Source: an optimization exercise on an open RTL-to-GDS flow (aim: small area, a short achievable clock period and few clock cycles). Production flows keep margins and buffers that such runs may drop. The RTL was checked by simulation tests, not by an equivalence proof against the original design.

Setup of run a:
Design top, start of the top module:
module top(
    input  wire        clk,
    input  wire        rst,
    input  wire [63:0] i_data,
    input  wire        start,
    output wire [15:0] address,
    output reg         o_valid,
    output reg  [63:0] out_data,
    output reg         out_valid,
    output reg         done,
    output reg  [15:0] o_address,
    output wire [9:0]  done_cnt
);
Size in the first run: ~3400 cells after synthesis, roughly 180 I/O pins, about 44000 µm² of cells after synthesis.
clock: 16.0 ns
lec_check: 0
cap_margin: 20
core_margin: 2
core_utilization: 40
slew_margin: 20
standard.sh (not shown) runs the stock make flow with config.mk's settings and CLKGATE_MAP_FILE= SYNTH_SCRIPT=/design/flow/synth_recipe.tcl, a recipe that flattens the netlist after the stock synthesis.
==> flow/flow/run.sh <==
#!/bin/bash
# The standard layout (bash standard.sh), with two changes to how it is made; the clock,
# the SDC and the synthesis are unchanged:
#  - timing repair aims at a setup slack of 11.5 ns instead of 0, so the resizer keeps
#    shortening the critical paths well below the 16 ns clock period;
#  - the port buffers are buf_4 cells rather than the resizer's default choice.
set -euo pipefail
bash standard.sh SETUP_SLACK_MARGIN=11.5 "BUFFER_PORTS_ARGS=-buffer_cell sky130_fd_sc_hd__buf_4" "CTS_ARGS=-sink_clustering_enable -repair_clock_nets -buf_list sky130_fd_sc_hd__clkbuf_8 -sink_clustering_size 16 -sink_clustering_max_diameter 50 -dont_use_dummy_load" finish > standard_flow.log 2>&1
Testbench counts of run a, summed over its fixed seeds: cycles 2,712.
Changes in run b relative to run a:
- ABC_AREA newly set to 1
==> flow/flow/run.sh <==
#!/bin/bash
# The standard layout (bash standard.sh), with two changes to how it is made; the clock,
# the SDC and the synthesis are unchanged:
#  - timing repair aims at a setup slack of 11.5 ns instead of 0, so the resizer keeps
#    shortening the critical paths well below the 16 ns clock period;
#  - the port buffers are buf_4 cells rather than the resizer's default choice;
#  - the clock tree uses the CTS options below (clkbuf_8 buffers, no dummy loads).
set -euo pipefail
bash standard.sh SETUP_SLACK_MARGIN=11.5 "BUFFER_PORTS_ARGS=-buffer_cell sky130_fd_sc_hd__buf_4" "CTS_ARGS=-sink_clustering_enable -repair_clock_nets -buf_list sky130_fd_sc_hd__clkbuf_8 -sink_clustering_size 18 -sink_clustering_max_diameter 55 -dont_use_dummy_load" finish > standard_flow.log 2>&1
## What came out
Run b: complex-gate fraction of the synthesized area 4.2 points below run a
Across both runs, initial antenna violation count was lower for run b than for run a.
Run b | status: complete | timing, DRC, antenna: pass
simple AND/OR/NAND/NOR gates as the dominant combinational cell family by area after synthesis was reported by run b, and compound AO/OA/AOI/OAI gates by run a.


Another version of the RTL of top (not shown whole).
Size in the first run: about 1600 flip-flops, ~180 I/O pins, about 43000 sq um of cells after synthesis.
clock: 16.0 ns
lec_check: 0
cap_margin: 20
core_margin: 2
core_utilization: 40
gpl_timing_driven: 0
slew_margin: 20
==> flow/flow/run.sh <==
#!/bin/bash
# The standard layout (bash standard.sh), with two changes to how it is made; the clock,
# the SDC and the synthesis are unchanged:
#  - timing repair aims at a setup slack of 11.5 ns instead of 0, so the resizer keeps
#    shortening the critical paths well below the 16 ns clock period;
#  - the port buffers are buf_4 cells rather than the resizer's default choice.
set -euo pipefail
bash standard.sh SETUP_SLACK_MARGIN=11.5 "BUFFER_PORTS_ARGS=-buffer_cell sky130_fd_sc_hd__buf_4" "CTS_ARGS=-sink_clustering_enable -repair_clock_nets -buf_list sky130_fd_sc_hd__clkbuf_8 -sink_clustering_size 18 -sink_clustering_max_diameter 55 -dont_use_dummy_load" finish > standard_flow.log 2>&1
Testbench counts at the start, summed over its fixed seeds: cycles 2,736.
Edit:
==> flow/flow/run.sh (replaced) <==
#!/bin/bash
# The standard layout (bash standard.sh), with two changes to how it is made; the clock,
# the SDC and the synthesis are unchanged:
#  - timing repair aims at a setup slack of 11.5 ns instead of 0, so the resizer keeps
#    shortening the critical paths well below the 16 ns clock period;
#  - the port buffers are buf_4 cells rather than the resizer's default choice;
#  - the clock tree uses the CTS options below (clkbuf_8 buffers, no dummy loads).
set -euo pipefail
bash standard.sh SETUP_SLACK_MARGIN=11.5 "BUFFER_PORTS_ARGS=-buffer_cell sky130_fd_sc_hd__buf_4" "CTS_ARGS=-sink_clustering_enable -repair_clock_nets -buf_list sky130_fd_sc_hd__clkbuf_8 -sink_clustering_size 16 -sink_clustering_max_diameter 50 -dont_use_dummy_load" finish > standard_flow.log 2>&1
--- a/flow/config.mk
+++ b/flow/config.mk
@@ -6,7 +6,7 @@
 export NUM_CORES = 4
 export LEC_CHECK = 0
+export ABC_AREA = 1
 export CAP_MARGIN = 20
 export CORE_MARGIN = 2
 export CORE_UTILIZATION = 40
-export GPL_TIMING_DRIVEN = 0
 export SLEW_MARGIN = 20
The changed run completed without violations.
Sequential share of layout area grows by 2.0 points.
Die area hardly moves.
Hold slack stays flat.
Wire length climbs slightly.
Critical path depth does not change.
Setup slack improves by 0.0051 ns.
Non-clock buffer count drops by 145.
Edit:
==> flow/flow/run.sh (replaced) <==
#!/bin/bash
# The standard layout (bash standard.sh), with two changes to how it is made; the clock,
# the SDC and the synthesis are unchanged:
#  - timing repair aims at a setup slack of 11.5 ns instead of 0, so the resizer keeps
#    shortening the critical paths well below the 16 ns clock period;
#  - the port buffers are buf_4 cells rather than the resizer's default choice.
set -euo pipefail
bash standard.sh SETUP_SLACK_MARGIN=11.5 "BUFFER_PORTS_ARGS=-buffer_cell sky130_fd_sc_hd__buf_4" "CTS_ARGS=-sink_clustering_enable -repair_clock_nets -buf_list sky130_fd_sc_hd__clkbuf_8 -sink_clustering_size 16 -sink_clustering_max_diameter 50 -dont_use_dummy_load" finish > standard_flow.log 2>&1
--- a/flow/config.mk
+++ b/flow/config.mk
@@ -6,5 +6,4 @@
 export NUM_CORES = 4
 export LEC_CHECK = 0
-export ABC_AREA = 1
 export CAP_MARGIN = 20
 export CORE_MARGIN = 2
What happened: The new run completed without violations. Critical path depth stays the same. Final cell count fell by 14%. Clock skew drops by 0.013 ns. Area after synthesis stays flat. Worst hold slack gains 0.020 ns. Worst setup slack loses 0.020 ns. Clock-buffer cell count rises by 8. Non-clock buffer count goes up by 73. Die area hardly moves.
Edit:
==> flow/flow/run.sh (replaced) <==
#!/bin/bash
# The standard layout (bash standard.sh), with two changes to how it is made; the clock,
# the SDC and the synthesis are unchanged:
#  - timing repair aims at a setup slack of 11.5 ns instead of 0, so the resizer keeps
#    shortening the critical paths well below the 16 ns clock period;
#  - the port buffers are buf_4 cells rather than the resizer's default choice;
#  - the clock tree uses the CTS options below (clkbuf_8 buffers, no dummy loads).
set -euo pipefail
bash standard.sh SETUP_SLACK_MARGIN=11.5 "BUFFER_PORTS_ARGS=-buffer_cell sky130_fd_sc_hd__buf_4" "CTS_ARGS=-sink_clustering_enable -repair_clock_nets -buf_list sky130_fd_sc_hd__clkbuf_8 -sink_clustering_size 18 -sink_clustering_max_diameter 55 -dont_use_dummy_load" finish > standard_flow.log 2>&1
--- a/flow/config.mk
+++ b/flow/config.mk
@@ -6,4 +6,5 @@
 export NUM_CORES = 4
 export LEC_CHECK = 0
+export ABC_AREA = 1
 export CAP_MARGIN = 20
 export CORE_MARGIN = 2
Outcome: The new run finished with timing, DRC and antenna clean; area after synthesis stays flat; core utilization is lower by 1.8 points; worst hold slack degrades by 0.024 ns; via count rose by 15%; die area hardly moves; cell count increases by about 15%; fmax increases by 0.51%; wire length shrinks by 1.1%.
Edit:
==> flow/flow/run.sh (replaced) <==
#!/bin/bash
# The standard layout (bash standard.sh), with two changes to how it is made; the clock,
# the SDC and the synthesis are unchanged:
#  - timing repair aims at a setup slack of 11.5 ns instead of 0, so the resizer keeps
#    shortening the critical paths well below the 16 ns clock period;
#  - the port buffers are buf_4 cells rather than the resizer's default choice.
set -euo pipefail
bash standard.sh SETUP_SLACK_MARGIN=11.5 "BUFFER_PORTS_ARGS=-buffer_cell sky130_fd_sc_hd__buf_4" "CTS_ARGS=-sink_clustering_enable -repair_clock_nets -buf_list sky130_fd_sc_hd__clkbuf_8 -sink_clustering_size 18 -sink_clustering_max_diameter 55 -dont_use_dummy_load" finish > standard_flow.log 2>&1
--- a/flow/config.mk
+++ b/flow/config.mk
@@ -6,7 +6,7 @@
 export NUM_CORES = 4
 export LEC_CHECK = 0
-export ABC_AREA = 1
 export CAP_MARGIN = 20
 export CORE_MARGIN = 2
 export CORE_UTILIZATION = 40
+export PLACE_DENSITY = 0.75
 export SLEW_MARGIN = 20
After rerunning:
- setup slack got worse by 0.0093 ns
- final area rises by 2.5%
- hold slack improved by 0.030 ns
- clock-buffer cell count falls by 1
- register-to-register slack got worse by 0.59 ns
- critical path depth stays the same
- wire length rises by 1.4%
- core utilization rises by 1.2 points
- clock skew falls by 0.061 ns
Edit:
==> flow/flow/run.sh (replaced) <==
#!/bin/bash
# The standard layout (bash standard.sh), with two changes to how it is made; the clock,
# the SDC and the synthesis are unchanged:
#  - timing repair aims at a setup slack of 11.6 ns instead of 0, so the resizer keeps
#    shortening the critical paths well below the 16 ns clock period;
#  - the port buffers are buf_4 cells rather than the resizer's default choice.
set -euo pipefail
bash standard.sh SETUP_SLACK_MARGIN=11.6 "BUFFER_PORTS_ARGS=-buffer_cell sky130_fd_sc_hd__buf_4" "CTS_ARGS=-sink_clustering_enable -repair_clock_nets -buf_list sky130_fd_sc_hd__clkbuf_8 -sink_clustering_size 18 -sink_clustering_max_diameter 55 -dont_use_dummy_load" finish > standard_flow.log 2>&1
--- a/flow/config.mk
+++ b/flow/config.mk
@@ -9,4 +9,3 @@
 export CORE_MARGIN = 2
 export CORE_UTILIZATION = 40
-export PLACE_DENSITY = 0.75
 export SLEW_MARGIN = 20
Result: Global-route usage is higher by 0.39 points; via count shrinks by about 1%; wire length hardly moves; worst setup slack is about the same; first-iteration DRC count went down by 25%; area after synthesis is unchanged; fmax stays flat; core utilization climbs by 0.46 points.

==> static timing again, ports no longer ideal <==
In the flow no input, the clock included, has a driving cell. The finished layouts below were timed again as built, in two steps. Step 1 sets driving cells, clkbuf_16 on the clock port and buf_2 on the other inputs (assumed; they add their load-dependent delay and slew). Step 2 moves the port delays by t, midway between the first and last clock arrival at a register: inputs arrive t later, outputs are due t later. That takes back most of the time a late clock gives input paths. a / b / c = ideal ports / drivers / drivers and shift; a / b = the first two.
run	t (ns)	setup WS [ns]	worst setup path after step 2	latest minus earliest clock arrival (ns)	worst slew at a driven data input, ns
run a	0.851	11.498 / 11.430 / 11.527	register to register	0.091 / 0.092	0.08
run b	0.826	11.527 / 11.459 / 11.765	input to register	0.079 / 0.079	0.07
the first run of note 2	0.809	11.493 / 11.427 / 11.433	input to register	0.088 / 0.088	0.05
the second run of note 2	0.845	11.499 / 11.436 / 11.362	input to register	0.100 / 0.100	0.05
the third run of note 2	0.861	11.478 / 11.413 / 11.503	input to register	0.096 / 0.095	0.06
the fourth run of note 2	0.793	11.501 / 11.441 / 11.321	input to register	0.148 / 0.148	0.05
the fifth run of note 2	0.810	11.492 / 11.428 / 11.525	register to register	0.107 / 0.107	0.09
the sixth run of note 2	0.811	11.489 / 11.424 / 11.504	input to register	0.088 / 0.087	0.06
After both steps every run listed still meets setup and hold. For the fourth run of note 2, which loses most, drivers alone change the setup slack by -0.060 ns; drivers and shift together by -0.180 ns.
